Context: an optimization exercise on an open-source flow, tuned for small area. The choices shown serve that exercise and are no tape-out recipe.
The RTL was checked by simulation tests, not by an equivalence proof against the original design.

$ cat design/flow/design.v
module generic_dpram(
	rclk, rrst, rce, oe, raddr, dout,
	wclk, wrst, wce, we, waddr, di
);
	parameter aw = 5;   
	parameter dw = 16;  
	input           rclk;   
	input           rrst;   
	input           rce;    
	input           oe;	    
	input  [aw-1:0] raddr;  
	output [dw-1:0] dout;   
	input          wclk;   
	input          wrst;   
	input          wce;    
	input          we;     
	input [aw-1:0] waddr;  
	input [dw-1:0] di;     
	reg	[dw-1:0]	mem [(1<<aw)-1:0];	 
	reg	[dw-1:0]	do_reg;             
	assign dout = do_reg;
	always @(posedge rclk)
		if (rce)
          		do_reg <= mem[raddr];
	always @(posedge wclk)
		if (wce && we)
			mem[waddr] <= di;
endmodule
module mem_regf (
		clk,			 
		reset_b,		 
		halt,			 
	   	addra,			 
                a_en,			 
		addrb,			 
                b_en,			 
		addrc,			 
	        dc,			 
		wec,			 
		qra,			 
		qrb);			 
parameter AWIDTH = 4;
parameter DSIZE  = 32;
input clk;
input reset_b;
input halt;
input [AWIDTH-1:0] addra;
input a_en;
input [AWIDTH-1:0] addrb;
input b_en;
input [AWIDTH-1:0] addrc;
input [DSIZE-1:0] dc;
input wec;
output [DSIZE-1:0] qra;
reg [DSIZE-1:0] qra;
output [DSIZE-1:0] qrb;
reg [DSIZE-1:0] qrb;
wire [DSIZE-1:0] qa;				 
wire [DSIZE-1:0] qb;				 
reg mem_a_enable;			 
reg mem_b_enable;			 
reg [DSIZE-1:0] mem_bypass_a_data;		 
reg [DSIZE-1:0] mem_bypass_b_data;		 
reg mem_bypass_a_enable;		 
reg mem_bypass_b_enable;		 
wire bypass_a;				 
wire bypass_b;				 
reg [AWIDTH-1:0] r_addra;		 
reg [AWIDTH-1:0] r_addrb;		 
wire [AWIDTH-1:0] mem_input_a;			 
wire [AWIDTH-1:0] mem_input_b;			 
always @(posedge clk or negedge reset_b)
  begin
    if (!reset_b)
      begin
        r_addra <= 'b 0;
        r_addrb <= 'b 0;
      end
    else
      if (!halt)
        begin
          r_addra <= mem_input_a;
          r_addrb <= mem_input_b;
        end
  end
assign mem_input_a = (halt) ? r_addra : addra;
assign mem_input_b = (halt) ? r_addrb : addrb;
generic_dpram #(AWIDTH,DSIZE) i1_generic_dpram (
  	   	.rclk(clk),
		.rrst(!reset_b),
		.rce(1'b 1),
                .oe(1'b 1),
    		.raddr(mem_input_a),
		.dout(qa),
  		.wclk(clk),
		.wrst(!reset_b),
                .wce(1'b 1),
		.we(wec),
		.waddr(addrc),
		.di(dc));
generic_dpram #(AWIDTH,DSIZE) i2_generic_dpram (
  	   	.rclk(clk),
		.rrst(!reset_b),
		.rce(1'b 1),
                .oe(1'b 1),
    		.raddr(mem_input_b),
		.dout(qb),
  		.wclk(clk),
		.wrst(!reset_b),
                .wce(1'b 1),
		.we(wec),
		.waddr(addrc),
		.di(dc));
assign bypass_a = ((addrc == mem_input_a) && a_en && wec) ? 1'b 1 : 1'b 0;
assign bypass_b = ((addrc == mem_input_b) && b_en && wec) ? 1'b 1 : 1'b 0;
always @(posedge clk or negedge reset_b)
  begin
    if (!reset_b)
      begin
        mem_bypass_a_data <= 'b 0;
        mem_bypass_a_enable <= 'b 0;
      end
    else
      if (!halt)
        begin
          mem_bypass_a_data <= dc;		 
          mem_bypass_a_enable <= bypass_a;	 
        end
  end      
always @(posedge clk or negedge reset_b)
  begin
    if (!reset_b)
      begin
        mem_bypass_b_data <= 'b 0;
        mem_bypass_b_enable <= 'b 0;
      end
    else
      if (!halt) 
        begin
          mem_bypass_b_data <= dc;		 
          mem_bypass_b_enable <= bypass_b;	 
        end
  end      
always @(posedge clk or negedge reset_b)
  begin
    if (!reset_b)
      mem_a_enable <= 1'b 0;
    else
      if (!halt)
        mem_a_enable <= a_en;
  end
always @(posedge clk or negedge reset_b)
  begin
    if (!reset_b)
      mem_b_enable <= 1'b 0;
    else
      if (!halt)
        mem_b_enable <= b_en;
  end
always @(mem_bypass_a_enable or mem_bypass_a_data or mem_a_enable or qa)
  begin
    if (mem_bypass_a_enable)
      qra = mem_bypass_a_data;
    else
      if (mem_a_enable)
        qra = qa;
      else
        qra = {DSIZE{1'b 0}};
  end
always @(mem_bypass_b_enable or mem_bypass_b_data or mem_b_enable or qb)
  begin
    if (mem_bypass_b_enable)
      qrb = mem_bypass_b_data;
    else
      if (mem_b_enable)
        qrb = qb;
      else
        qrb = {DSIZE{1'b 0}};
  end
endmodule
module regf_status (
		clk,		 
                reset_b,	 
		halt,		 
                dest_en,	 
		dest_addr,	 
  		wec,		 
		addrc,		 
                addra,		 
                addrb,		 
		a_en,		 
	        b_en,		 
		flush_pipeline,	 
                safe_switch,	 
                conflict);	 
parameter AWIDTH = 4;
input clk;
input reset_b;
input halt;
input dest_en;
input [AWIDTH-1:0] dest_addr;
input wec;
input [AWIDTH-1:0] addrc;
input [AWIDTH-1:0] addra;
input [AWIDTH-1:0] addrb;
input a_en;
input b_en;
input flush_pipeline;
output conflict;
output safe_switch;
reg [(1<<AWIDTH)-1:0] reg_stat;		 
wire [(1<<AWIDTH)-1:0] d_field;		 
wire [(1<<AWIDTH)-1:0] w_field;		 
reg status_a;
reg status_b;
assign d_field = (dest_en & (!conflict)) << dest_addr;
assign w_field = ~(wec << addrc);
always @(posedge clk or negedge reset_b)
  begin
    if (!reset_b)
      reg_stat <= 'b 0;
    else
      if (flush_pipeline)
        reg_stat <= 'b 0;
      else
        if (!halt)		 
          reg_stat <= (reg_stat & w_field) | d_field;
  end
always @(addrc or addra or wec or a_en or reg_stat)
  begin
    if (((addrc == addra) && wec) || !a_en)
      status_a = 1'b 0;
    else
      status_a = reg_stat[addra];
  end
always @(addrc or addrb or wec or b_en or reg_stat)
  begin
    if (((addrc == addrb) && wec) || !b_en)
      status_b = 1'b 0;
    else
      status_b = reg_stat[addrb];
  end
assign conflict = (status_a | status_b) & !flush_pipeline;
assign safe_switch = !reg_stat;		
endmodule
module alu     (opcode,		 
		a,		 
		b,		 
		cin,		 
		ya,		 
		yb,		 
		cvnz_a,		 
		cvnz_b		 
	       );
input [2:0] opcode;
input [31:0] a;
input [31:0] b;
input cin;
output [31:0] ya;
reg [31:0] ya;
output [31:0] yb;
reg [31:0] yb;
output [3:0] cvnz_a;
output [3:0] cvnz_b;
reg  c_flag_a;		 
reg  v_flag_a;		 
wire n_flag_a;		 
wire z_flag_a;		 
reg  c_flag_b;		 
reg  v_flag_b;		 
wire n_flag_b;		 
wire z_flag_b;		 
assign cvnz_a = {c_flag_a, v_flag_a, n_flag_a, z_flag_a};
assign cvnz_b = {c_flag_b, v_flag_b, n_flag_b, z_flag_b};
wire [31:0] b_se;	 
assign b_se = {{16{b[15]}}, b[15:0]};
always @(opcode or a or b or b_se or cin)
  begin
    ya = 'b 0;
    yb = 'b 0;
    c_flag_a = 'b 0;
    v_flag_a = 'b 0;
    c_flag_b = 'b 0;
    v_flag_b = 'b 0;
    case (opcode)
      3'd 0: begin	 
          ya = a;
          yb = b;
        end
      3'd 1: begin	 
          {c_flag_a, ya} = a + b + cin;
          {c_flag_b, yb} = a + b_se + cin;
	  v_flag_a = (~a[31] && ~b[31] && ya[31]) || (a[31] && b[31] && ~ya[31]);
	  v_flag_b = (~a[31] && ~b_se[31] && yb[31]) || (a[31] && b_se[31] && ~yb[31]);
        end
      3'd 2: begin	 
          ya = a - b - cin;
          yb = a - b_se - cin;
	  if(b + cin > a)
	    c_flag_a = 1'b 1;
	  if(b_se + cin > a)
	    c_flag_b = 1'b 1;
	  v_flag_a = (~a[31] & b[31] & ya[31]) || (a[31] & ~b[31] & ~ya[31]);
	  v_flag_b = (~a[31] & b[31] & yb[31]) || (a[31] & ~b[31] & ~yb[31]);
        end
      3'd 3: begin	 
	  {yb, ya} = a * b;
        end
      3'd 4: begin	 
          ya = a & b;
          yb = a | b;
        end
      3'd 5: begin	 
          ya = a ^ b;
          yb = ~(a ^ b);
        end
      3'd 7: begin	 
          ya = {a[15:0], a[31:16]};
          yb = {b[15:0], b[31:16]};
        end
    endcase
  end
assign n_flag_a = ya[31];
assign z_flag_a = !ya;
assign n_flag_b = yb[31];
assign z_flag_b = !yb;
endmodule
module fetch 
		(clk,			 
		 reset_b,		 
    		 stall,			 
		 set_pc,		 
		 pc_init,		 
		 mem_inst,		 
		 idle,			 
                 jal_req,		 
                 int_srv_num,		 
		 int_jal_req,		 
		 mem_pc,		 
 		 pcn,			 
		 flush_pipeline,	 
    		 inst_vld,		 
		 inst);			 
input clk;
input reset_b;
input stall;
input set_pc;
input [31:0] pc_init;
input [31:0] mem_inst;
input idle;
input jal_req;
input [15:0] int_srv_num;
output [31:0] mem_pc;
output flush_pipeline;
output int_jal_req;
reg int_jal_req;
output inst_vld;
reg inst_vld;
output [31:0] inst;
reg [31:0] inst;
output [31:0] pcn;
reg [31:0] pcn;
reg fetch_rdy;
reg [1:0] pc_reset_cnt;
reg inst_rdy;
reg [31:0] old_pc;
reg [31:0] pc;
reg [31:0] pc_lat;
wire [31:0] stall_pc;
wire pc_incr;
reg idle_lat;		 
always @(posedge clk or negedge reset_b)
  begin
    if (!reset_b)
      begin
        pc_reset_cnt <= 'b 00;
        fetch_rdy <= 'b 0;
      end
    else
      if (&pc_reset_cnt)
        fetch_rdy <= 1'b 1;
      else
        pc_reset_cnt <= pc_reset_cnt + 1'b 1;
  end
assign mem_pc = (set_pc) ? pc_init : stall_pc;
assign stall_pc = (stall) ? old_pc : pc;
always @(posedge clk or negedge reset_b)
  begin
    if (!reset_b)
      old_pc <= 'b 0;
    else
      if (set_pc)
        old_pc <= pc_init;	 
      else
        if (!stall)
          old_pc <= mem_pc;
  end
always @(posedge clk or negedge reset_b)
  begin
    if (!reset_b)
      pc_lat <= 'b 0;
    else 
      pc_lat <= mem_pc;
  end
always @(posedge clk or negedge reset_b)
  begin
    if (!reset_b)
      begin
        pc <= 'b 0;
        inst_rdy <= 1'b 0;
      end
    else
      if (fetch_rdy)
        begin
          inst_rdy <= 1'b 1;
          if (set_pc)
            pc <= pc_init + pc_incr;
          else 
            if (!stall)
              pc <= pc + pc_incr;
        end
  end
assign pc_incr = (idle) ? 1'b 0 : 1'b 1;
always @(posedge clk or negedge reset_b)
  begin
    if (!reset_b)
      idle_lat <= 'b 0;
    else
      if (!stall)
        idle_lat <= idle;
  end
assign flush_pipeline = set_pc;
always @(posedge clk)
  begin
    if (reset_b && fetch_rdy && !flush_pipeline && inst_rdy && !stall)
      int_jal_req <= jal_req;
  end
always @(posedge clk or negedge reset_b)
  begin
    if (!reset_b)
      begin
        inst_vld <= 'b 0;
        inst <= 'b 0;
        pcn <= 'b 0; 
      end
    else
      if (fetch_rdy)
        if (flush_pipeline)
          inst_vld <= 'b 0;
        else
          if (inst_rdy && !stall)
            begin
              inst_vld <= 'b 1;
              if (jal_req)
                inst <= {16'h 581f, int_srv_num};
              else
                if (idle_lat)
                  inst <= 32'h 5800_0000;
                else
                  inst <= mem_inst; 
              if (jal_req)
                pcn <= pc_lat;
              else
                pcn <= pc_lat + 1'b 1; 
            end
  end
endmodule
module int_cont (
		clk,		 
		reset_b,	 
                halt,		 
                int_req,	 
		int_num,	 
                nop_detect,	 
                int_rdy,	 
                idle,		 
                jal_req,	 
		int_srv_req,	 
                int_srv_num);	 
input clk;
input reset_b;
input halt;
input int_req;
input [15:0] int_num;
input nop_detect;
output int_rdy;
output idle;
output int_srv_req;
output jal_req;
output [15:0] int_srv_num;
reg [1:0] state;
reg [1:0] next_state;
reg [1:0] nop_cnt;
reg [15:0] r_int_num;
assign int_rdy = !state;
assign idle = (state == 2'b 01) ? 1'b 1 : 1'b 0;
always @(posedge clk or negedge reset_b)
  begin
    if (!reset_b)
      nop_cnt <= 'b 0;
    else
      if (!idle)
        nop_cnt <= 'b 0;
      else
        if (nop_detect && !halt)
          if (nop_cnt != 2'b 11)
            nop_cnt <= nop_cnt + 1'b 1;
  end
always @(posedge clk or negedge reset_b)
  begin
    if (!reset_b)
      r_int_num <= 'b 0;
    else
      if (int_req) 
        r_int_num <= int_num;
  end 
assign int_srv_num = r_int_num;
assign int_srv_req = |state; 
assign jal_req = (state == 2'b 10) ? 1'b 1 : 1'b 0;
always @(posedge clk or negedge reset_b)
  begin
    if (!reset_b)
      state <= 'b 0;
    else
      if (!halt)
        state <= next_state;
  end
always @(int_req or nop_cnt or state)
  begin
    case (state)
      2'b 00 : if (int_req)
                 next_state = 2'b 01;
               else
                 next_state = 2'b 00;
      2'b 01 : if (&nop_cnt)
                 next_state = 2'b 10;
               else
                 next_state = 2'b 01;
      2'b 10 : next_state = 2'b 00;
      default : next_state = 2'b 00;
    endcase
  end
endmodule
module sxp 
		(clk,
		 reset_b,
		 mem_inst,		 
		 spqa,			 
                 ext_ra,		 
		 ext_rb,		 
		 ext_result,		 
		 ext_cvnz,		 
                 halt,			 
                 int_req,		 
		 int_num,		 
		 int_rdy,		 
		 int_srv_req,		 
                 int_srv_num,		 
		 ext_alu_a,		 
		 ext_alu_b,		 
                 ext_inst,		 
		 ext_inst_vld,		 
		 ext_we,		 
 		 extr_addr,		 
		 extw_data,		 
                 extw_addr,		 
		 spl_addr,		 
		 spw_addr,		 
 		 spw_we,		 
		 spw_data,		 
		 mem_pc);		 
parameter RF_WIDTH = 4;
parameter RF_SIZE  = 16;
input clk;
input reset_b;
input [31:0] mem_inst;
input [31:0] spqa;
input [31:0] ext_ra;
input [31:0] ext_rb;
input [31:0] ext_result;
input [3:0] ext_cvnz;
input halt;
input int_req;
input [15:0] int_num;
output int_rdy;
output int_srv_req;
output [15:0] int_srv_num;
output [31:0] ext_alu_a;
output [31:0] ext_alu_b;
output  ext_we;
reg     ext_we;
output [31:0] extr_addr;
output [31:0] extw_data;
output [31:0] extw_addr;
output [31:0] spl_addr;
output [31:0] spw_addr;
output spw_we;
reg spw_we;
output [31:0] spw_data;
output [31:0] mem_pc;
output [31:0] ext_inst;
output ext_inst_vld;
reg [31:0] spl_addr_3;
reg [31:0] spl_addr_3_wb;
reg [31:0] spl_data_3_wb;
reg spl_we_3_wb;
reg [31:0] spl_data;
wire stall_1_2;			 
reg [31:0] wb_data;		 
reg  set_pc;
wire flush_pipeline;		 
wire stall_fetch;		 
reg wec;			 
wire [31:0] qra;		 
wire [31:0] qrb;		 
wire [3:0] cvnz_a;		 
wire [3:0] cvnz_b;		 
wire [31:0] ya;			 
wire [31:0] yb;			 
wire stall_1;			 
wire [31:0] pcn_1;		 
wire inst_vld_1;		 
wire [31:0] inst_1; 		 
wire [1:0] dest_cfg_1;		 
wire [RF_WIDTH-1:0] dest_addr_1; 
wire [2:0] src_cfg_1;		 
wire [2:0] alu_cfg_1;		 
wire [3:0] wb_cfg_1;		 
wire [RF_WIDTH-1:0] addra_1;	 
wire [RF_WIDTH-1:0] addrb_1;	 
wire [RF_WIDTH-1:0] addrc_1;	 
wire [15:0] imm_1;		 
reg dest_en_1;			 
reg a_en;			 
reg b_en;			 
wire cond_jump_1;		 
wire jz_1;			 
wire jal_1;			 
wire stall_2;			 
reg  inst_vld_2;		 
reg  [1:0] dest_cfg_2;		 
reg  [RF_WIDTH-1:0] dest_addr_2; 
reg  [2:0] src_cfg_2;		 
reg  [2:0] alu_cfg_2;		 
reg  [3:0] wb_cfg_2;		 
reg  [15:0] imm_2;		 
reg  [31:0] pcn_2;		 
reg  [31:0] a_2;		 
reg  [31:0] b_2;		 
reg  cond_jump_2;		 
reg  jz_2;			 
reg  jal_2;			 
reg [31:0] r_qra;		 
wire stall_3;			 
reg  inst_vld_3;		 
reg  [1:0] dest_cfg_3;		 
reg  [RF_WIDTH-1:0] dest_addr_3; 
reg  [2:0] alu_cfg_3;		 
reg  [3:0] wb_cfg_3;		 
reg  [31:0] pcn_3;		 
reg  [31:0] a_3;		 
reg  [31:0] b_3;		 
reg  cond_jump_3;		 
reg  jz_3;			 
reg  jal_3;			 
wire stall_4;			 
reg  inst_vld_4;		 
reg  [1:0] dest_cfg_4;		 
reg  [RF_WIDTH-1:0] dest_addr_4; 
reg  [3:0] wb_cfg_4;		 
reg  [31:0] spqa_4;		 
reg  [31:0] ya_4;		 
reg  [31:0] yb_4;		 
reg  [31:0] ext_result_4;	 
reg  [31:0] pcn_4;		 
reg  [3:0] ext_cvnz_4;		 
reg  [3:0] cvnz_a_4;		 
reg  [3:0] cvnz_b_4;		 
wire [RF_WIDTH-1:0] addrc_wb;	 
reg  cond_jump_4;		 
reg  jz_4;			 
reg  jal_4;			 
wire [31:0] regc_data;		 
assign stall_1 = stall_1_2 || halt;
assign stall_2 = stall_1_2 || halt;
assign stall_3 = halt;
assign stall_4 = halt;
wire idle;
wire jal_req;
wire safe_switch;
wire nop_detect;
wire int_jal_req;
int_cont i_int_cont(
                .clk(clk),                       
                .reset_b(reset_b),               
                .halt(halt),                     
                .int_req(int_req),               
                .int_num(int_num),               
                .nop_detect(nop_detect),         
                .int_rdy(int_rdy),               
                .idle(idle),          		 
                .jal_req(jal_req),               
                .int_srv_req(int_srv_req),       
                .int_srv_num(int_srv_num));      
fetch  	i_fetch (
		 .clk(clk),			 
		 .reset_b(reset_b),		 
    		 .stall(stall_1),		 
		 .set_pc(set_pc),		 
		 .pc_init(wb_data),		 
		 .mem_inst(mem_inst),		 
                 .idle(idle),			 
                 .jal_req(jal_req),		 
                 .int_srv_num(int_srv_num),	 
		 .int_jal_req(int_jal_req),	 
		 .mem_pc(mem_pc),		 
		 .pcn(pcn_1),			 
		 .flush_pipeline(flush_pipeline),	 
    		 .inst_vld(inst_vld_1),		 
		 .inst(inst_1));		 
assign ext_inst = inst_1;
assign ext_inst_vld = inst_vld_1;
assign dest_cfg_1 = inst_1[31:30];
assign src_cfg_1 = inst_1[29:27];
assign alu_cfg_1 = inst_1[26:24];
assign wb_cfg_1 = inst_1[23:20];
assign dest_addr_1 = inst_1[19:16];
assign addra_1 = (src_cfg_1 == 3'b001) ? dest_addr_1 : inst_1[15:12];
assign addrb_1 = inst_1[11:8];
assign imm_1 = inst_1[15:0]; 
assign cond_jump_1 = inst_1[0]; 
assign jz_1 = inst_1[1]; 
assign jal_1 = (!src_cfg_1[0] && !src_cfg_1[2]) ? inst_1[2] : int_jal_req; 
always @(src_cfg_1 or inst_vld_1 or dest_cfg_1)
  begin
    if (inst_vld_1) 
      begin
        dest_en_1 = !dest_cfg_1;		 
        case (src_cfg_1)
          3'b 000 : begin
                      a_en = 1'b 1;
                      b_en = 1'b 1;
                    end  
          3'b 001 : begin
                      a_en = 1'b 1;
                      b_en = 1'b 0;
                    end  
          3'b 010 : begin
                      a_en = 1'b 0;
                      b_en = 1'b 1;
                    end  
          3'b 011 : begin
                      a_en = 1'b 0;
                      b_en = 1'b 0;
                    end  
          3'b 100 : begin
                      a_en = 1'b 1;
                      b_en = 1'b 0;
                    end  
          3'b 101 : begin
                      a_en = 1'b 0;
                      b_en = 1'b 1;
                    end  
          3'b 110 : begin
                      a_en = 1'b 0;
                      b_en = 1'b 0;
                    end  
          3'b 111 : begin
                      a_en = 1'b 0;
                      b_en = 1'b 0;
                    end  
         endcase
      end
    else
      begin
        a_en = 1'b 0;
        b_en = 1'b 0;
        dest_en_1 = 1'b 0;
      end
  end
mem_regf #(4,32) i_regf ( 
	        .clk(clk),			 
		.reset_b(reset_b),		 
		.halt(halt),			 
	   	.addra(addra_1),		 
                .a_en(a_en),			 
		.addrb(addrb_1),		 
                .b_en(b_en),			 
		.addrc(addrc_wb),		 
	        .dc(regc_data),			 
		.wec(wec),			 
		.qra(qra),			 
		.qrb(qrb));			 
regf_status #(4) i_regf_status(
                .clk(clk),            		 
                .reset_b(reset_b),        	 
		.halt(halt),			 
                .dest_en(dest_en_1),        	 
                .dest_addr(dest_addr_1),      	 
                .wec(wec),   	         	 
                .addrc(addrc_wb),          	 
                .addra(addra_1),          	 
                .addrb(addrb_1),          	 
		.a_en(a_en),			 
		.b_en(b_en),			 
		.flush_pipeline(flush_pipeline), 
                .safe_switch(safe_switch),    	 
                .conflict(stall_1_2));    	 
always @(posedge clk or negedge reset_b)
  begin
    if (!reset_b)
      begin
        inst_vld_2 <= 'b 0;
        dest_cfg_2 <= 'b 0;
        dest_addr_2 <= 'b 0;
        src_cfg_2 <= 'b 0;
        alu_cfg_2 <= 'b 0;
        wb_cfg_2 <= 'b 0;
	imm_2 <= 'b 0;
        pcn_2 <= 'b 0;
        cond_jump_2 <= 'b 0;
        jz_2 <= 'b 0; 
        jal_2 <= 'b 0;
      end
    else
      if (flush_pipeline)
        inst_vld_2 <= 'b 0;
      else
        if (!halt)
          begin
            inst_vld_2 <= (stall_1_2) ? 1'b 0 : inst_vld_1; 	 
            if (inst_vld_1 && !stall_1_2)			 
              begin
                dest_cfg_2 <= dest_cfg_1;
                dest_addr_2 <= dest_addr_1;
                src_cfg_2 <= src_cfg_1;
                alu_cfg_2 <= alu_cfg_1;
                wb_cfg_2 <= wb_cfg_1;
                imm_2 <= imm_1;
                pcn_2 <= pcn_1;
                cond_jump_2 <= cond_jump_1 & b_en;	 
                jz_2 <= jz_1; 
 		jal_2 <= jal_1;	
              end
          end
  end
always @(posedge clk or negedge reset_b)
  begin
    if (!reset_b)
      r_qra <= 'b 0;
    else
      if (!halt)
        r_qra <= qra;
  end
assign spl_addr = (halt) ? r_qra : qra;  
assign extr_addr = (halt) ? r_qra : qra;  
always @(src_cfg_2 or qra or qrb or ext_ra or ext_rb or pcn_2 or imm_2)
  begin
    case (src_cfg_2)
      3'b 000 : begin
                  a_2 = qra;
                  b_2 = qrb;
                end
      3'b 001 : begin
                  a_2 = qra;
                  b_2 = {16'b 0, imm_2};
                end
      3'b 010 : begin
                  a_2 = pcn_2;
                  b_2 = qrb;
                end
      3'b 011 : begin
                  a_2 = pcn_2;
                  b_2 = {16'b 0, imm_2};
                end
      3'b 100 : begin
                  a_2 = qra;
                  b_2 = ext_rb;
                end
      3'b 101 : begin
                  a_2 = ext_ra;
                  b_2 = qrb;
                end
      3'b 110 : begin
                  a_2 = ext_ra;
                  b_2 = {16'b 0, imm_2};
                end
      3'b 111 : begin
                  a_2 = ext_ra;
                  b_2 = ext_rb;
                end
    endcase
  end
always @(posedge clk or negedge reset_b)
  begin
    if (!reset_b)
      begin
        inst_vld_3 <= 'b 0;
        a_3 <= 'b 0;
        b_3 <= 'b 0;
        dest_cfg_3 <= 'b 0;
        dest_addr_3 <= 'b 0;
        alu_cfg_3 <= 'b 0;
        wb_cfg_3 <= 'b 0;
	pcn_3 <= 'b 0;
        cond_jump_3 <= 'b 0;
        jz_3 <= 'b 0; 
	jal_3 <= 'b 0;
	spl_addr_3 <= 'b 0;
	spl_addr_3_wb <= 'b 0;
	spl_data_3_wb <= 'b 0;
        spl_we_3_wb <= 'b 0;
      end
    else
      if (flush_pipeline)		 
        inst_vld_3 <= 'b 0;
      else
        if (!stall_3)
          begin
            inst_vld_3 <= inst_vld_2;
            if (inst_vld_2)		 
              begin
                a_3 <= a_2;
                b_3 <= b_2;
                dest_cfg_3 <= dest_cfg_2;
                dest_addr_3 <= dest_addr_2;
                alu_cfg_3 <= alu_cfg_2;
                wb_cfg_3 <= wb_cfg_2;
		pcn_3 <= pcn_2;
                cond_jump_3 <= cond_jump_2;
                jz_3 <= jz_2; 
		jal_3 <= jal_2;
	        spl_addr_3 <= spl_addr;
	        spl_addr_3_wb <= spw_addr;
	        spl_data_3_wb <= spw_data;
		spl_we_3_wb <= spw_we;
              end          
          end
  end
assign ext_alu_a = a_3;			 
assign ext_alu_b = b_3;			 
alu      i_alu ( 
		.opcode(alu_cfg_3),	 
		.a(a_3),		 
		.b(b_3),		 
		.cin(1'b 0),		 
		.ya(ya),		 
		.yb(yb),		 
		.cvnz_a(cvnz_a),	 
		.cvnz_b(cvnz_b)		 
	        );
always @(spqa or spw_we or spl_addr_3 or spw_addr or spw_data or spl_we_3_wb or spl_addr_3_wb or spl_data_3_wb)
  begin
    if ((spl_addr_3 == spw_addr) && spw_we)
      spl_data = spw_data;
    else
      if ((spl_addr_3 == spl_addr_3_wb) && spl_we_3_wb)
        spl_data = spl_data_3_wb;
      else
        spl_data = spqa;
  end 
always @(posedge clk or negedge reset_b)
  begin
    if (!reset_b)
      begin
        ext_result_4 <= 'b 0;
        ext_cvnz_4 <= 'b 0;
	spqa_4 <= 'b 0;
        ya_4 <= 'b 0;
        cvnz_a_4 <= 'b 0;
        yb_4 <= 'b 0; 
        cvnz_b_4 <= 'b 0;
        inst_vld_4 <= 'b 0;
        wb_cfg_4 <= 'b 0;
        dest_addr_4 <= 'b 0;
        dest_cfg_4 <= 'b 0;
	pcn_4 <= 'b 0;
	cond_jump_4 <= 'b 0;
        jz_4 <= 'b 0; 
	jal_4 <= 'b 0;
      end
    else
      if (flush_pipeline)			 
        inst_vld_4 <= 'b 0;
      else
        if (!stall_4)
          begin
            inst_vld_4 <= inst_vld_3;
            if (inst_vld_3)			 
              begin
                ext_result_4 <= ext_result;
                ext_cvnz_4 <= ext_cvnz;
	        spqa_4 <= spl_data;
                ya_4 <= ya;
                cvnz_a_4 <= cvnz_a;
                yb_4 <= yb;		
                cvnz_b_4 <= cvnz_b;
                inst_vld_4 <= inst_vld_3;
                wb_cfg_4 <= wb_cfg_3;
                dest_addr_4 <= dest_addr_3;
                dest_cfg_4 <= dest_cfg_3;
		pcn_4 <= pcn_3;
	        cond_jump_4 <= cond_jump_3;
                jz_4 <= jz_3; 
		jal_4 <= jal_3;
              end
          end
  end
always @(wb_cfg_4 or ya_4 or cvnz_a_4 or yb_4 or cvnz_b_4 or spqa_4 or ext_cvnz_4 or ext_result_4)
  begin
    case (wb_cfg_4) 
      4'b 0000 : wb_data = ya_4;
      4'b 0001 : wb_data = yb_4;
      4'b 0010 : wb_data = spqa_4;
      4'b 0011 : wb_data = ext_result_4;
      4'b 0100 : wb_data = { {31{1'b 0}} , cvnz_a_4[0]}; 	 
      4'b 0101 : wb_data = { {31{1'b 0}} , cvnz_a_4[1]}; 	 
      4'b 0110 : wb_data = { {31{1'b 0}} , cvnz_a_4[2]}; 	 
      4'b 0111 : wb_data = { {31{1'b 0}} , cvnz_a_4[3]}; 	 
      4'b 1000 : wb_data = { {31{1'b 0}} , cvnz_b_4[0]}; 	 
      4'b 1001 : wb_data = { {31{1'b 0}} , cvnz_b_4[1]}; 	 
      4'b 1010 : wb_data = { {31{1'b 0}} , cvnz_b_4[2]}; 	 
      4'b 1011 : wb_data = { {31{1'b 0}} , cvnz_b_4[3]}; 	 
      4'b 1100 : wb_data = { {31{1'b 0}} , ext_cvnz_4[0]}; 	 
      4'b 1101 : wb_data = { {31{1'b 0}} , ext_cvnz_4[1]}; 	 
      4'b 1110 : wb_data = { {31{1'b 0}} , ext_cvnz_4[2]}; 	 
      4'b 1111 : wb_data = { {31{1'b 0}} , ext_cvnz_4[3]}; 	 
    endcase
  end
always @(dest_cfg_4 or inst_vld_4 or cond_jump_4 or yb_4 or jz_4 or jal_4 or wb_data or pcn_4)
  begin
    if (inst_vld_4)
      case (dest_cfg_4)
        2'b 00 : {wec, set_pc, spw_we, ext_we} = 4'b 1000;
        2'b 01 : begin
                   {spw_we, ext_we} = 2'b 00;
                   if (wb_data == pcn_4)
                     {wec, set_pc} = 2'b 00; 	 
                   else
                     if (cond_jump_4)
                       if (yb_4[0]^jz_4)	 
                         begin
                           wec = jal_4;
                           set_pc = 1'b 1;
                         end
                       else			 
                         {wec, set_pc} = 2'b 00; 
                     else 			 
                       begin
                         wec = jal_4;
                         set_pc = 1'b 1;
                       end
                 end
        2'b 10 : {wec, set_pc, spw_we, ext_we} = 4'b 0010;
        2'b 11 : {wec, set_pc, spw_we, ext_we} = 4'b 0001;
        default: {wec, set_pc, spw_we, ext_we} = 4'b 0000;
      endcase
    else 
      {wec, set_pc, spw_we, ext_we} = 4'b 0000;
  end
  assign regc_data = (wec && set_pc) ? pcn_4 : wb_data;		 
  assign addrc_wb = dest_addr_4;				 
  assign nop_detect = inst_vld_4 & ~(wec | set_pc | spw_we | ext_we);	 
  assign extw_data = wb_data;					 
  assign extw_addr = yb_4;
  assign spw_addr = yb_4;					 
  assign spw_data = wb_data;					 
endmodule
$ cat design/flow/run.sh
#!/bin/bash
# synth_recipe.tcl (not shown) runs the flow's synth.tcl, then flattens the netlist and writes it again
# the make line also repeats each setting of config.mk as NAME=value (left out here)
make -C /OpenROAD-flow-scripts/flow DESIGN_CONFIG=/design/flow/config.mk WORK_HOME=/design/flow/orfs CLKGATE_MAP_FILE= SYNTH_SCRIPT=/design/flow/synth_recipe.tcl finish
$ cat design/flow/config.mk
export PLATFORM = sky130hd
export DESIGN_NAME = sxp
export DESIGN_NICKNAME = sxp
export VERILOG_FILES = /design/flow/design.v
export SDC_FILE = /design/flow/constraint.sdc
export NUM_CORES = 4
export LEC_CHECK = 0
export CAP_MARGIN = 20
export CORE_MARGIN = 2
export CORE_UTILIZATION = 40
export PLACE_DENSITY = 0.6
export SLEW_MARGIN = 20
$ cat design/flow/constraint.sdc
create_clock -name core_clock -period 11.5 [get_ports {clk}]
set_input_delay 2.3000 -clock core_clock [delete_from_list [all_inputs] [get_ports {clk}]]
set_output_delay 2.3000 -clock core_clock [all_outputs]
set_load 0.01 [all_outputs]
==> Flow_metrics.wiki, run 1 <==
{| class="wikitable"
! Metric !! Value
|-
| Crit path largest cell delay || 0.98 ns
|-
| Syn Inst Count || 10000
|-
| Largest register FFs || 512
|-
| Via count of the first global-routing pass || 85940
|-
| Worst path buffer plus inverter count || 6
|-
| Hold-fix buffers, CTS || 0
|-
| Number of remaining DRC errors || 0
|-
| Number of sinks handled by clock tree synthesis || 1316
|-
| Global-route wire length before repair || 653.2 mm
|-
| Maxcap violations || 0
|-
| Vias post-DR || 84780
|-
| Share of post-route cells with drive strength above 1 || 0.1333
|-
| Leading area contributor after synthesis || sky130_fd_sc_hd__dfrtp_1
|-
| X dimension of the die || 510.5 um
|-
| Run status || no timing/DRC/antenna violations
|-
| Seq cells post-synth || 1316
|-
| Post-synth cell types || 95
|-
| Final net count || 11740
|-
| Biggest area contributors in the synthesized netlist || sky130_fd_sc_hd__dfrtp_1, sky130_fd_sc_hd__fa_1, sky130_fd_sc_hd__edfxtp_1, sky130_fd_sc_hd__mux4_2, sky130_fd_sc_hd__nand2_1
|-
| Number of buffers on the longest clock path || 3
|-
| Die area || 260600 um2
|-
| Yosys Warn Count || 7
|-
| Arrival time at the worst endpoint || 11.21 ns
|-
| Kind of capture point of the worst setup path || flip-flop
|-
| Via count normalized by instance count || 6.158
|-
| Final setup violation count || 0
|-
| CP max-delay cell || sky130_fd_sc_hd__dfrtp_1
|-
| Number of buffers inserted by port buffering || 524
|-
| Final hold viol count || 0
|-
| Number of rows created at floorplan || 185
|-
| Leftover overflow at the end of global routing || 0
|-
| Fraction of synthesis flops using an asynchronous set or reset pin || 0.5616
|-
| Final worst-path cycle share || 0.9150
|-
| Setup tns final || 0 ns
|-
| TritonCTS clock tree || yes
|-
| Area taken by flip-flops and latches || 35190 um2
|-
| Most frequent standard cell in the layout excluding fill and tap cells || sky130_fd_sc_hd__nand2_1
|-
| Top library cells by usage in the layout, fill and taps aside || sky130_fd_sc_hd__nand2_1, sky130_fd_sc_hd__inv_1, sky130_fd_sc_hd__fa_1, sky130_fd_sc_hd__nor2_1, sky130_fd_sc_hd__dfrtp_1
|-
| CTS resizes || 0
|-
| Number of flops mapped to enable cells by yosys || 513
|-
| Initial standard-cell utilization of the core || 0.4030
|-
| Worst path most repeated cell || sky130_fd_sc_hd__fa_1
|-
| Detailed Routing Iterations Pass 1 || 8
|-
| Clock insertion delay at the later pin of the skew report || 0.85 ns
|-
| Period minus WS final || 10.52 ns
|-
| Average routed wire per standard cell || 33.99 um
|-
| Area of the multi-input gates || 60500 um2
|-
| Endpoint required time on the critical path || 12.19 ns
|-
| Count of placed standard cells in the final layout, fillers left out || 13770
|-
| Maximum number of pins on one net before global-route repair || 138
|-
| Combined global-route utilization of all metal layers || 0.3569
|-
| Ports placed on the boundary || 525
|-
| Area growth from synthesis to layout || 13.89%
|-
| Total wirelength of the detailed-routed design || 467.9 mm
|-
| TritonCTS Buffers || 144
|-
| Net count of the mapped netlist || 11480
|-
| Unrepaired setup endpoints after global routing || no
|-
| Initial antenna violation count || 45
|-
| Max H-tree Level || 4
|-
| Delay-heaviest family, CP || adder cells
|-
| Final count of pins violating max slew || 0
|-
| Post-placement cell count || 13480
|-
| Worst setup path class || reg2reg
|-
| CTS clock-pin slew for the worst setup and hold paths || 0.06 ns
|-
| Iteration-0 DRC count of the detailed router || 10090
|-
| Netlist area before placement || 102600 um2
|-
| Avg Cell Area, Syn || 10.26 um2
|-
| HP Class || reg2reg
|-
| Number of setup buffers added after CTS || 0
|-
| Sequential area share after synthesis || 0.3429
|-
| Crit-path max FO || 16
|-
| Prevailing post-synth register cell || sky130_fd_sc_hd__dfrtp_1
|-
| Highest attainable clock frequency || 0.09504 GHz
|-
| Clk_skew || 0.06230 ns
|-
| Core region area || 254600 um2
|-
| Remaining antenna violation count || 0
|-
| Worst slew margin relative to its limit || 0.1050
|-
| Pin slew with the least headroom to its limit || 1.328 ns
|-
| DPL Wire Length || 343.1 mm
|-
| Root Driver || sky130_fd_sc_hd__clkbuf_16
|-
| Area fraction of the dominant cell type after synthesis || 0.1802
|-
| Filler cell count in the final layout || 23810
|-
| Startpoint kind of the worst setup timing path || flip-flop
|-
| Height of the die || 510.5 um
|-
| Top register by number of flip-flops || i_regf.i2_generic_dpram.mem
|-
| Gp weighted congestion || 1.051
|}
synthesized netlist by cell type, drive strengths merged, types with 64 or more instances:
library cell and number:
a22oi 89, fa 897, inv 1048, nand2b 67
nand3 83, ha 400, nor3 68, nor2 875
nand4 74, nand2 1439, a221oi 80, xor2 87
xnor2 106, and3 102, a22o 82, a21oi 368
edfxtp 513, a31oi 114, mux4 286, dfrtp 739
clkbuf 512, mux2 389, mux2i 137, buf 247
dfxtp 64, o21ai 415
through the flow:
stage | hold WS, ns | worst slack (ns) | utilization | instance area [um2]
global route | 0.4787 | 0.7943 | 0.4588 | 116800
CTS | 0.4644 | 1.123 | 0.4584 | 116700
global placement | 0.4462 | 1.303 | 0.4389 | 111800
floorplan | 0.4331 | 2.668 | - | 102600
detailed placement | 0.4505 | 1.209 | 0.4392 | 111800
finish | 0.4666 | 0.9778 | 0.4589 | 116900
cell type report:
class | instances | share of cell area
Antenna cell | 19 | 0.0004069
Clock buffer | 205 | 0.03532
Clock inverter | 60 | 0.006617
Inverter | 1064 | 0.03422
Multi-Input combinational cell | 6864 | 0.5177
Sequential cell | 1316 | 0.3011
Tap cell | 3366 | 0.03604
Timing Repair Buffer | 873 | 0.06860
per-layer routing:
metal | GRT usage | wire, um | vias to the layer above
li1 | - | - | 34560
met1 | 0.4413 | 172000 | 43830
met2 | 0.5554 | 212100 | 5091
met3 | 0.08026 | 44930 | 1276
met4 | 0.2479 | 38700 | 24
met5 | 0 | 154 | -
worst reg2reg max path, delay by kind of cell (launching register included):
family / cells / cell delay, ns
AO/OA/AOI/OAI: 6 / 2.33
adder cells (fa/ha/maj): 9 / 4.29
buffers and inverters: 6 / 1.16
flip-flops: 1 / 0.98
multiplexers: 1 / 0.15
AND/OR/NAND/NOR: 6 / 1.48
worst paths after layout:
path	slack, ns	startpoint	to	cells past startpoint
worst max-delay path	0.98	b_3[10]	cvnz_b_4[0]	28
worst min-delay path	0.47	pcn_3[25]	pcn_4[25]	2
worst max register to register	0.98	b_3[10]	cvnz_b_4[0]	28
worst min register to register	0.47	pcn_3[25]	pcn_4[25]	2
max in group asynchronous	7.65	reset_b	b_3[30]	3
min in group asynchronous	1.50	reset_b	ext_result_4[18]	1
cell families after synthesis:
group,synth area share
AO/OA/AOI/OAI,0.1046
XOR/XNOR,0.01648
adder cells (fa/ha/maj),0.2238
buffers and inverters,0.07133
flip-flops,0.3429
multiplexers,0.1189
AND/OR/NAND/NOR,0.1221
==> run 2: changes to the inputs <==
--- a/design/flow/design.v
+++ b/design/flow/design.v
@@ -262,19 +262,25 @@
 reg [31:0] yb;
 output [3:0] cvnz_a;
 output [3:0] cvnz_b;
-reg  c_flag_a;		 
-reg  v_flag_a;		 
-wire n_flag_a;		 
-wire z_flag_a;		 
-reg  c_flag_b;		 
-reg  v_flag_b;		 
-wire n_flag_b;		 
-wire z_flag_b;		 
-assign cvnz_a = {c_flag_a, v_flag_a, n_flag_a, z_flag_a};
-assign cvnz_b = {c_flag_b, v_flag_b, n_flag_b, z_flag_b};
-wire [31:0] b_se;	 
-assign b_se = {{16{b[15]}}, b[15:0]};
-always @(opcode or a or b or b_se or cin)
+reg  c_flag_a;
+reg  v_flag_a;
+reg  c_flag_b;
+reg  v_flag_b;
+wire sub = opcode[1];				 
+wire [31:0] bx = b ^ {32{sub}};
+wire [16:0] lo = {1'b 0, a[15:0]} + {1'b 0, bx[15:0]} + sub;
+wire [16:0] hi_a = {1'b 0, a[31:16]} + {1'b 0, bx[31:16]} + lo[16];
+wire e = b[15] ^ sub;
+wire [16:0] hi_b = {1'b 0, a[31:16]} + {1'b 0, {16{e}}} + lo[16];
+wire [31:0] s_a = {hi_a[15:0], lo[15:0]};
+wire [31:0] s_b = {hi_b[15:0], lo[15:0]};
+wire co_a = hi_a[16] ^ sub;
+wire co_b = hi_b[16] ^ sub;
+wire vb_bit = sub ? ~b[31] : b[15];
+wire ov_a = (~a[31] & ~bx[31] & s_a[31]) | (a[31] & bx[31] & ~s_a[31]);
+wire ov_b = (~a[31] & ~vb_bit & s_b[31]) | (a[31] & vb_bit & ~s_b[31]);
+wire [63:0] p = a * b;
+always @(*)
   begin
     ya = 'b 0;
     yb = 'b 0;
@@ -283,47 +289,39 @@
     c_flag_b = 'b 0;
     v_flag_b = 'b 0;
     case (opcode)
-      3'd 0: begin	 
+      3'd 0: begin
           ya = a;
           yb = b;
         end
-      3'd 1: begin	 
-          {c_flag_a, ya} = a + b + cin;
-          {c_flag_b, yb} = a + b_se + cin;
-	  v_flag_a = (~a[31] && ~b[31] && ya[31]) || (a[31] && b[31] && ~ya[31]);
-	  v_flag_b = (~a[31] && ~b_se[31] && yb[31]) || (a[31] && b_se[31] && ~yb[31]);
+      3'd 1, 3'd 2: begin
+          ya = s_a;
+          yb = s_b;
+          c_flag_a = co_a;
+          c_flag_b = co_b;
+          v_flag_a = ov_a;
+          v_flag_b = ov_b;
         end
-      3'd 2: begin	 
-          ya = a - b - cin;
-          yb = a - b_se - cin;
-	  if(b + cin > a)
-	    c_flag_a = 1'b 1;
-	  if(b_se + cin > a)
-	    c_flag_b = 1'b 1;
-	  v_flag_a = (~a[31] & b[31] & ya[31]) || (a[31] & ~b[31] & ~ya[31]);
-	  v_flag_b = (~a[31] & b[31] & yb[31]) || (a[31] & ~b[31] & ~yb[31]);
+      3'd 3: begin
+          ya = p[31:0];
+          yb = p[63:32];
         end
-      3'd 3: begin	 
-	  {yb, ya} = a * b;
-        end
-      3'd 4: begin	 
+      3'd 4: begin
           ya = a & b;
           yb = a | b;
         end
-      3'd 5: begin	 
+      3'd 5: begin
           ya = a ^ b;
           yb = ~(a ^ b);
         end
-      3'd 7: begin	 
+      3'd 7: begin
           ya = {a[15:0], a[31:16]};
           yb = {b[15:0], b[31:16]};
         end
+      default: ;
     endcase
   end
-assign n_flag_a = ya[31];
-assign z_flag_a = !ya;
-assign n_flag_b = yb[31];
-assign z_flag_b = !yb;
+assign cvnz_a = {c_flag_a, v_flag_a, ya[31], ~|ya};
+assign cvnz_b = {c_flag_b, v_flag_b, yb[31], ~|yb};
 endmodule
 module fetch 
 		(clk,			 
@@ -363,12 +361,11 @@
 reg fetch_rdy;
 reg [1:0] pc_reset_cnt;
 reg inst_rdy;
-reg [31:0] old_pc;
-reg [31:0] pc;
 reg [31:0] pc_lat;
-wire [31:0] stall_pc;
-wire pc_incr;
-reg idle_lat;		 
+reg pc_d;
+wire [31:0] pc_lat_p1 = pc_lat + 1'b 1;
+wire [31:0] pc = (pc_d) ? pc_lat_p1 : pc_lat;
+reg idle_lat;
 always @(posedge clk or negedge reset_b)
   begin
     if (!reset_b)
@@ -382,45 +379,29 @@
       else
         pc_reset_cnt <= pc_reset_cnt + 1'b 1;
   end
-assign mem_pc = (set_pc) ? pc_init : stall_pc;
-assign stall_pc = (stall) ? old_pc : pc;
-always @(posedge clk or negedge reset_b)
-  begin
-    if (!reset_b)
-      old_pc <= 'b 0;
-    else
-      if (set_pc)
-        old_pc <= pc_init;	 
-      else
-        if (!stall)
-          old_pc <= mem_pc;
-  end
+assign mem_pc = (set_pc) ? pc_init : ((stall) ? pc_lat : pc);
 always @(posedge clk or negedge reset_b)
   begin
     if (!reset_b)
       pc_lat <= 'b 0;
-    else 
+    else
       pc_lat <= mem_pc;
   end
 always @(posedge clk or negedge reset_b)
   begin
     if (!reset_b)
       begin
-        pc <= 'b 0;
+        pc_d <= 1'b 0;
         inst_rdy <= 1'b 0;
       end
     else
-      if (fetch_rdy)
-        begin
+      begin
+        if (fetch_rdy)
           inst_rdy <= 1'b 1;
-          if (set_pc)
-            pc <= pc_init + pc_incr;
-          else 
-            if (!stall)
-              pc <= pc + pc_incr;
-        end
+        if (set_pc || !stall)
+          pc_d <= fetch_rdy & !idle;
+      end
   end
-assign pc_incr = (idle) ? 1'b 0 : 1'b 1;
 always @(posedge clk or negedge reset_b)
   begin
     if (!reset_b)
@@ -461,7 +442,7 @@
               if (jal_req)
                 pcn <= pc_lat;
               else
-                pcn <= pc_lat + 1'b 1; 
+                pcn <= pc_lat_p1; 
             end
   end
 endmodule
@@ -601,12 +582,12 @@
 output [31:0] ext_inst;
 output ext_inst_vld;
 reg [31:0] spl_addr_3;
-reg [31:0] spl_addr_3_wb;
 reg [31:0] spl_data_3_wb;
-reg spl_we_3_wb;
+reg spl_hit_3_wb;		 
 reg [31:0] spl_data;
 wire stall_1_2;			 
 reg [31:0] wb_data;		 
+reg [31:0] wb_sel_3;		 
 reg  set_pc;
 wire flush_pipeline;		 
 wire stall_fetch;		 
@@ -667,15 +648,8 @@
 reg  inst_vld_4;		 
 reg  [1:0] dest_cfg_4;		 
 reg  [RF_WIDTH-1:0] dest_addr_4; 
-reg  [3:0] wb_cfg_4;		 
-reg  [31:0] spqa_4;		 
-reg  [31:0] ya_4;		 
 reg  [31:0] yb_4;		 
-reg  [31:0] ext_result_4;	 
 reg  [31:0] pcn_4;		 
-reg  [3:0] ext_cvnz_4;		 
-reg  [3:0] cvnz_a_4;		 
-reg  [3:0] cvnz_b_4;		 
 wire [RF_WIDTH-1:0] addrc_wb;	 
 reg  cond_jump_4;		 
 reg  jz_4;			 
@@ -907,9 +881,8 @@
         jz_3 <= 'b 0; 
 	jal_3 <= 'b 0;
 	spl_addr_3 <= 'b 0;
-	spl_addr_3_wb <= 'b 0;
 	spl_data_3_wb <= 'b 0;
-        spl_we_3_wb <= 'b 0;
+        spl_hit_3_wb <= 'b 0;
       end
     else
       if (flush_pipeline)		 
@@ -931,9 +904,8 @@
                 jz_3 <= jz_2; 
 		jal_3 <= jal_2;
 	        spl_addr_3 <= spl_addr;
-	        spl_addr_3_wb <= spw_addr;
 	        spl_data_3_wb <= spw_data;
-		spl_we_3_wb <= spw_we;
+		spl_hit_3_wb <= (spl_addr == spw_addr) && spw_we;
               end          
           end
   end
@@ -949,29 +921,44 @@
 		.cvnz_a(cvnz_a),	 
 		.cvnz_b(cvnz_b)		 
 	        );
-always @(spqa or spw_we or spl_addr_3 or spw_addr or spw_data or spl_we_3_wb or spl_addr_3_wb or spl_data_3_wb)
+always @(*)
   begin
     if ((spl_addr_3 == spw_addr) && spw_we)
       spl_data = spw_data;
     else
-      if ((spl_addr_3 == spl_addr_3_wb) && spl_we_3_wb)
+      if (spl_hit_3_wb)
         spl_data = spl_data_3_wb;
       else
         spl_data = spqa;
   end 
+always @(*)
+  begin
+    case (wb_cfg_3) 
+      4'b 0000 : wb_sel_3 = ya;
+      4'b 0001 : wb_sel_3 = yb;
+      4'b 0010 : wb_sel_3 = spl_data;
+      4'b 0011 : wb_sel_3 = ext_result;
+      4'b 0100 : wb_sel_3 = { {31{1'b 0}} , cvnz_a[0]}; 	 
+      4'b 0101 : wb_sel_3 = { {31{1'b 0}} , cvnz_a[1]}; 	 
+      4'b 0110 : wb_sel_3 = { {31{1'b 0}} , cvnz_a[2]}; 	 
+      4'b 0111 : wb_sel_3 = { {31{1'b 0}} , cvnz_a[3]}; 	 
+      4'b 1000 : wb_sel_3 = { {31{1'b 0}} , cvnz_b[0]}; 	 
+      4'b 1001 : wb_sel_3 = { {31{1'b 0}} , cvnz_b[1]}; 	 
+      4'b 1010 : wb_sel_3 = { {31{1'b 0}} , cvnz_b[2]}; 	 
+      4'b 1011 : wb_sel_3 = { {31{1'b 0}} , cvnz_b[3]}; 	 
+      4'b 1100 : wb_sel_3 = { {31{1'b 0}} , ext_cvnz[0]}; 	 
+      4'b 1101 : wb_sel_3 = { {31{1'b 0}} , ext_cvnz[1]}; 	 
+      4'b 1110 : wb_sel_3 = { {31{1'b 0}} , ext_cvnz[2]}; 	 
+      4'b 1111 : wb_sel_3 = { {31{1'b 0}} , ext_cvnz[3]}; 	 
+    endcase
+  end
 always @(posedge clk or negedge reset_b)
   begin
     if (!reset_b)
       begin
-        ext_result_4 <= 'b 0;
-        ext_cvnz_4 <= 'b 0;
-	spqa_4 <= 'b 0;
-        ya_4 <= 'b 0;
-        cvnz_a_4 <= 'b 0;
+        wb_data <= 'b 0;
         yb_4 <= 'b 0; 
-        cvnz_b_4 <= 'b 0;
         inst_vld_4 <= 'b 0;
-        wb_cfg_4 <= 'b 0;
         dest_addr_4 <= 'b 0;
         dest_cfg_4 <= 'b 0;
 	pcn_4 <= 'b 0;
@@ -988,15 +975,8 @@
             inst_vld_4 <= inst_vld_3;
             if (inst_vld_3)			 
               begin
-                ext_result_4 <= ext_result;
-                ext_cvnz_4 <= ext_cvnz;
-	        spqa_4 <= spl_data;
-                ya_4 <= ya;
-                cvnz_a_4 <= cvnz_a;
+                wb_data <= wb_sel_3;
                 yb_4 <= yb;		
-                cvnz_b_4 <= cvnz_b;
-                inst_vld_4 <= inst_vld_3;
-                wb_cfg_4 <= wb_cfg_3;
                 dest_addr_4 <= dest_addr_3;
                 dest_cfg_4 <= dest_cfg_3;
 		pcn_4 <= pcn_3;
@@ -1006,28 +986,7 @@
               end
           end
   end
-always @(wb_cfg_4 or ya_4 or cvnz_a_4 or yb_4 or cvnz_b_4 or spqa_4 or ext_cvnz_4 or ext_result_4)
-  begin
-    case (wb_cfg_4) 
-      4'b 0000 : wb_data = ya_4;
-      4'b 0001 : wb_data = yb_4;
-      4'b 0010 : wb_data = spqa_4;
-      4'b 0011 : wb_data = ext_result_4;
-      4'b 0100 : wb_data = { {31{1'b 0}} , cvnz_a_4[0]}; 	 
-      4'b 0101 : wb_data = { {31{1'b 0}} , cvnz_a_4[1]}; 	 
-      4'b 0110 : wb_data = { {31{1'b 0}} , cvnz_a_4[2]}; 	 
-      4'b 0111 : wb_data = { {31{1'b 0}} , cvnz_a_4[3]}; 	 
-      4'b 1000 : wb_data = { {31{1'b 0}} , cvnz_b_4[0]}; 	 
-      4'b 1001 : wb_data = { {31{1'b 0}} , cvnz_b_4[1]}; 	 
-      4'b 1010 : wb_data = { {31{1'b 0}} , cvnz_b_4[2]}; 	 
-      4'b 1011 : wb_data = { {31{1'b 0}} , cvnz_b_4[3]}; 	 
-      4'b 1100 : wb_data = { {31{1'b 0}} , ext_cvnz_4[0]}; 	 
-      4'b 1101 : wb_data = { {31{1'b 0}} , ext_cvnz_4[1]}; 	 
-      4'b 1110 : wb_data = { {31{1'b 0}} , ext_cvnz_4[2]}; 	 
-      4'b 1111 : wb_data = { {31{1'b 0}} , ext_cvnz_4[3]}; 	 
-    endcase
-  end
-always @(dest_cfg_4 or inst_vld_4 or cond_jump_4 or yb_4 or jz_4 or jal_4 or wb_data or pcn_4)
+always @(*)
   begin
     if (inst_vld_4)
       case (dest_cfg_4)
==> run 2 against run 1 <==
Compared with the run above: wire length is 15% lower; via count is 14% lower; setup slack worse by 0.37 ns; largest cell class unchanged; maximum frequency is 3.4% lower; die area is 11% lower; highest routed layer unchanged; register-to-register slack worse by 0.37 ns; first-iteration DRC count is 15% lower; critical path type unchanged.
==> Flow_metrics.wiki, run 2 <==
{| class="wikitable"
! Metric !! Value
|-
| Run status || no timing/DRC/antenna violations
|-
| Syn Inst Count || 8750 (-13%)
|-
| Number of remaining DRC errors || 0 (unchanged)
|-
| Total wirelength of the detailed-routed design || 398.8 mm (-15%)
|-
| CTS clock-pin slew for the worst setup and hold paths || 0.07 ns (about the same)
|-
| Yosys Warn Count || 7 (unchanged)
|-
| Final setup violation count || 0 (unchanged)
|-
| Worst setup path class || reg2reg
|-
| Area growth from synthesis to layout || 14.11%
|-
| Period minus WS final || 10.90 ns (+0.3740 ns)
|-
| Number of buffers inserted by port buffering || 524 (unchanged)
|-
| Endpoint required time on the critical path || 12.21 ns (+0.02 ns)
|-
| Number of setup buffers added after CTS || 0 (unchanged)
|-
| Vias post-DR || 72720 (-14%)
|-
| TritonCTS Buffers || 132 (-8.3%)
|-
| Number of rows created at floorplan || 175 (-5.4%)
|-
| Final Util || 0.4582 (-0.0007130)
|-
| Number of buffers on the longest clock path || 3 (unchanged)
|-
| Top register by number of flip-flops || i_regf.i2_generic_dpram.mem
|-
| Seq cells post-synth || 1143 (-13%)
|-
| Root Driver || sky130_fd_sc_hd__clkbuf_16
|-
| CP max-delay cell || sky130_fd_sc_hd__dfrtp_1
|-
| Final net count || 10470 (-11%)
|-
| Clock insertion delay at the later pin of the skew report || 0.82 ns (-0.03 ns)
|-
| Remaining antenna violation count || 0 (unchanged)
|-
| Final count of pins violating max slew || 0 (unchanged)
|-
| Sequential area share after synthesis || 0.3386 (-0.004221)
|-
| Final worst-path cycle share || 0.9475 (+0.03253)
|-
| Most instantiated library cell after synthesis || sky130_fd_sc_hd__nand2_1
|-
| Maximum number of pins on one net before global-route repair || 174 (+26%)
|-
| Average routed wire per standard cell || 32.84 um (-3.4%)
|-
| DPL Wire Length || 291.8 mm (-15%)
|-
| Post-synth cell types || 106 (+12%)
|-
| Initial antenna violation count || 39 (-13%)
|-
| Share of post-route cells with drive strength above 1 || 0.1243 (-0.009034)
|-
| Maxcap violations || 0 (unchanged)
|-
| Top library cells by usage in the layout, fill and taps aside || sky130_fd_sc_hd__nand2_1, sky130_fd_sc_hd__inv_1, sky130_fd_sc_hd__fa_1, sky130_fd_sc_hd__nor2_1, sky130_fd_sc_hd__dfrtp_1
|-
| Initial standard-cell utilization of the core || 0.4016 (-0.001375)
|-
| Prevailing post-synth register cell || sky130_fd_sc_hd__dfrtp_1
|-
| Pin slew with the least headroom to its limit || 1.241 ns (-0.08758 ns)
|-
| Highest attainable clock frequency || 0.09177 GHz (-3.4%)
|-
| Worst slew margin relative to its limit || 0.1718 (+0.06684)
|-
| Number of sinks handled by clock tree synthesis || 1143 (-13%)
|-
| Avg Cell Area, Syn || 10.41 um2 (+1.5%)
|-
| Commonest cells in the netlist || sky130_fd_sc_hd__nand2_1, sky130_fd_sc_hd__inv_1, sky130_fd_sc_hd__fa_1
|-
| Most frequent standard cell in the layout excluding fill and tap cells || sky130_fd_sc_hd__nand2_1
|-
| Final hold viol count || 0 (unchanged)
|-
| Core region area || 226800 um2 (-11%)
|-
| Area fraction of the dominant cell type after synthesis || 0.1980 (+0.01776)
|-
| Startpoint kind of the worst setup timing path || flip-flop
|-
| Iteration-0 DRC count of the detailed router || 8592 (-15%)
|-
| Hold-fix buffers, CTS || 0 (unchanged)
|-
| X dimension of the die || 481.2 um (-5.7%)
|-
| Largest register FFs || 512 (unchanged)
|-
| Arrival time at the worst endpoint || 11.61 ns (+0.40 ns)
|-
| Biggest area contributors in the synthesized netlist || sky130_fd_sc_hd__fa_1, sky130_fd_sc_hd__edfxtp_1, sky130_fd_sc_hd__dfrtp_1, sky130_fd_sc_hd__mux4_2, sky130_fd_sc_hd__nand2_1
|-
| Combined global-route utilization of all metal layers || 0.3433 (-0.01360)
|-
| Fraction of synthesis flops using an asynchronous set or reset pin || 0.4952 (-0.06636)
|-
| Global-route wire length before repair || 559.2 mm (-14%)
|-
| Gp weighted congestion || 1.018 (-3.1%)
|-
| Unrepaired setup endpoints after global routing || no
|-
| Setup tns final || 0 ns (unchanged)
|-
| Net count of the mapped netlist || 10210 (-11%)
|-
| Leftover overflow at the end of global routing || 0 (unchanged)
|-
| CTS resizes || 0 (unchanged)
|-
| Clk_skew || 0.03427 ns (-0.02803 ns)
|-
| Area of the multi-input gates || 53800 um2 (-11%)
|-
| Height of the die || 481.2 um (-5.7%)
|-
| Netlist area before placement || 91100 um2 (-11%)
|-
| Crit path largest cell delay || 1.13 ns (+0.15 ns)
|-
| Via count normalized by instance count || 5.988 (-2.8%)
|-
| Detailed Routing Iterations Pass 1 || 8 (unchanged)
|-
| Via count of the first global-routing pass || 74500 (-13%)
|-
| Max H-tree Level || 4 (unchanged)
|-
| Number of flops mapped to enable cells by yosys || 513 (unchanged)
|-
| Crit-path max FO || 27 (+11)
|-
| Filler cell count in the final layout || 21110 (-11%)
|-
| Count of placed standard cells in the final layout, fillers left out || 12140 (-12%)
|-
| TritonCTS clock tree || yes
|-
| Post-placement cell count || 11880 (-12%)
|-
| Worst path most repeated cell || sky130_fd_sc_hd__fa_1
|-
| Leading area contributor after synthesis || sky130_fd_sc_hd__fa_1
|-
| Ports placed on the boundary || 525 (unchanged)
|-
| Area taken by flip-flops and latches || 30860 um2 (-12%)
|-
| Die area || 231600 um2 (-11%)
|-
| Kind of capture point of the worst setup path || flip-flop
|-
| HP Class || reg2reg
|}
[run 2: changes by cell type after synthesis, sizes merged, moves of 44 or more]
cell    before   now
clkbuf     512   429
mux2       389   266
xor2        87   183
mux2i      137    51
inv       1048   964
o21ai      415   254
a21oi      368   296
dfrtp      739   566
nand2b      67    23
nand2     1439  1320
a221oi      80    36
[run 2: worst max-delay path: cells and delay by family, from the launching register on]
family,cells,cell delay (ns)
flops,1,1.13
xor+xnor,1,0.10
compound gates,4,1.99
simple gates,7,2.06
buf+inv,7,1.07
fa+ha+maj,9,4.39
[run 2: path summary, 6_finish.rpt]
kind | startpoint | to | slack (ns) | depth (start not counted)
setup / recovery | b_3[6] | wb_data[0] | 0.60 | 28
max in group asynchronous | reset_b | b_3[27] | 7.65 | 3
hold / removal | i_fetch.inst_rdy | i_fetch.inst_rdy | 0.47 | 1
setup reg to reg | b_3[6] | wb_data[0] | 0.60 | 28
hold reg to reg | i_fetch.inst_rdy | i_fetch.inst_rdy | 0.47 | 1
min in group asynchronous | reset_b | i_int_cont.r_int_num[13] | 1.55 | 1
[run 2: area by class of cell]
type                            count  share of cell area
Antenna cell                       17           0.0004093
Clock buffer                      186             0.03559
Clock inverter                     55            0.006103
Inverter                          981             0.03547
Multi-Input combinational cell   5946              0.5176
Sequential cell                  1143              0.2968
Tap cell                         3009             0.03622
Timing Repair Buffer              806             0.07179
[run 2: metal layers]
layer	track usage	wire length [um]	up-vias	part of all wire
li1	-	-	29730	-
met1	0.4114	141800	37520	0.36
met2	0.5369	181400	4221	0.45
met3	0.08968	40380	1216	0.10
met4	0.2452	34980	32	0.088
met5	0	210	-	0.00053
[run 2: kinds of logic (layout without fill, tap and decap cells)]
| group | count (synthesis) | count (layout) | share of synthesized area |
|---|---|---|---|
| AOI/OAI and AO/OA | 1161 | 1161 | 0.08420 |
| xor gates and xnor gates | 289 | 289 | 0.02779 |
| adders and majority gates | 1277 | 1277 | 0.2496 |
| buffers and inverters | 1661 | 2028 | 0.07413 |
| DFF | 1143 | 1143 | 0.3386 |
| muxes | 582 | 582 | 0.1040 |
| other | 0 | 17 | 0 |
| and+or+nand+nor | 2637 | 2637 | 0.1216 |
[run 2: through the flow]
| step | hold WS [ns] | setup slack, ns | area, um2 |
|---|---|---|---|
| after floorplan | 0.4348 | 2.775 | 91100 |
| after global placement | 0.4497 | 0.8715 | 99540 |
| after detailed placement | 0.4525 | 0.7427 | 99540 |
| after CTS | 0.4708 | 0.7232 | 103900 |
| after global routing | 0.4898 | 0.2745 | 103900 |
| final | 0.4666 | 0.6037 | 103900 |

static timing again, ports no longer ideal:
The results above use ideal ports. As a check the final layouts listed here were re-extracted and re-timed, cells and wires unchanged.
Step 1 sets driving cells, clkbuf_16 on the clock port and buf_2 on the other inputs (assumed; they add their load-dependent delay and slew).
Step 2, shift: input delay + t, output delay - t, t = (earliest + latest rising clock arrival at the registers) / 2. This alone moves slack from input paths to output paths.
a / b / c = ideal / step 1 / step 2; a / b = the first two.
run | shift t [ns] | slack for setup (ns) | slew at the worst register clock pin (ns) | worst data-port slew with drivers (ns) | cell pins on the clock port's net
run 1 | 0.919 | 0.978 / 0.978 / 0.978 | 0.07 / 0.07 | 0.16 | 1
run 2 | 0.890 | 0.604 / 0.604 / 0.604 | 0.07 / 0.07 | 0.21 | 1
After both steps every run listed still meets setup and hold.
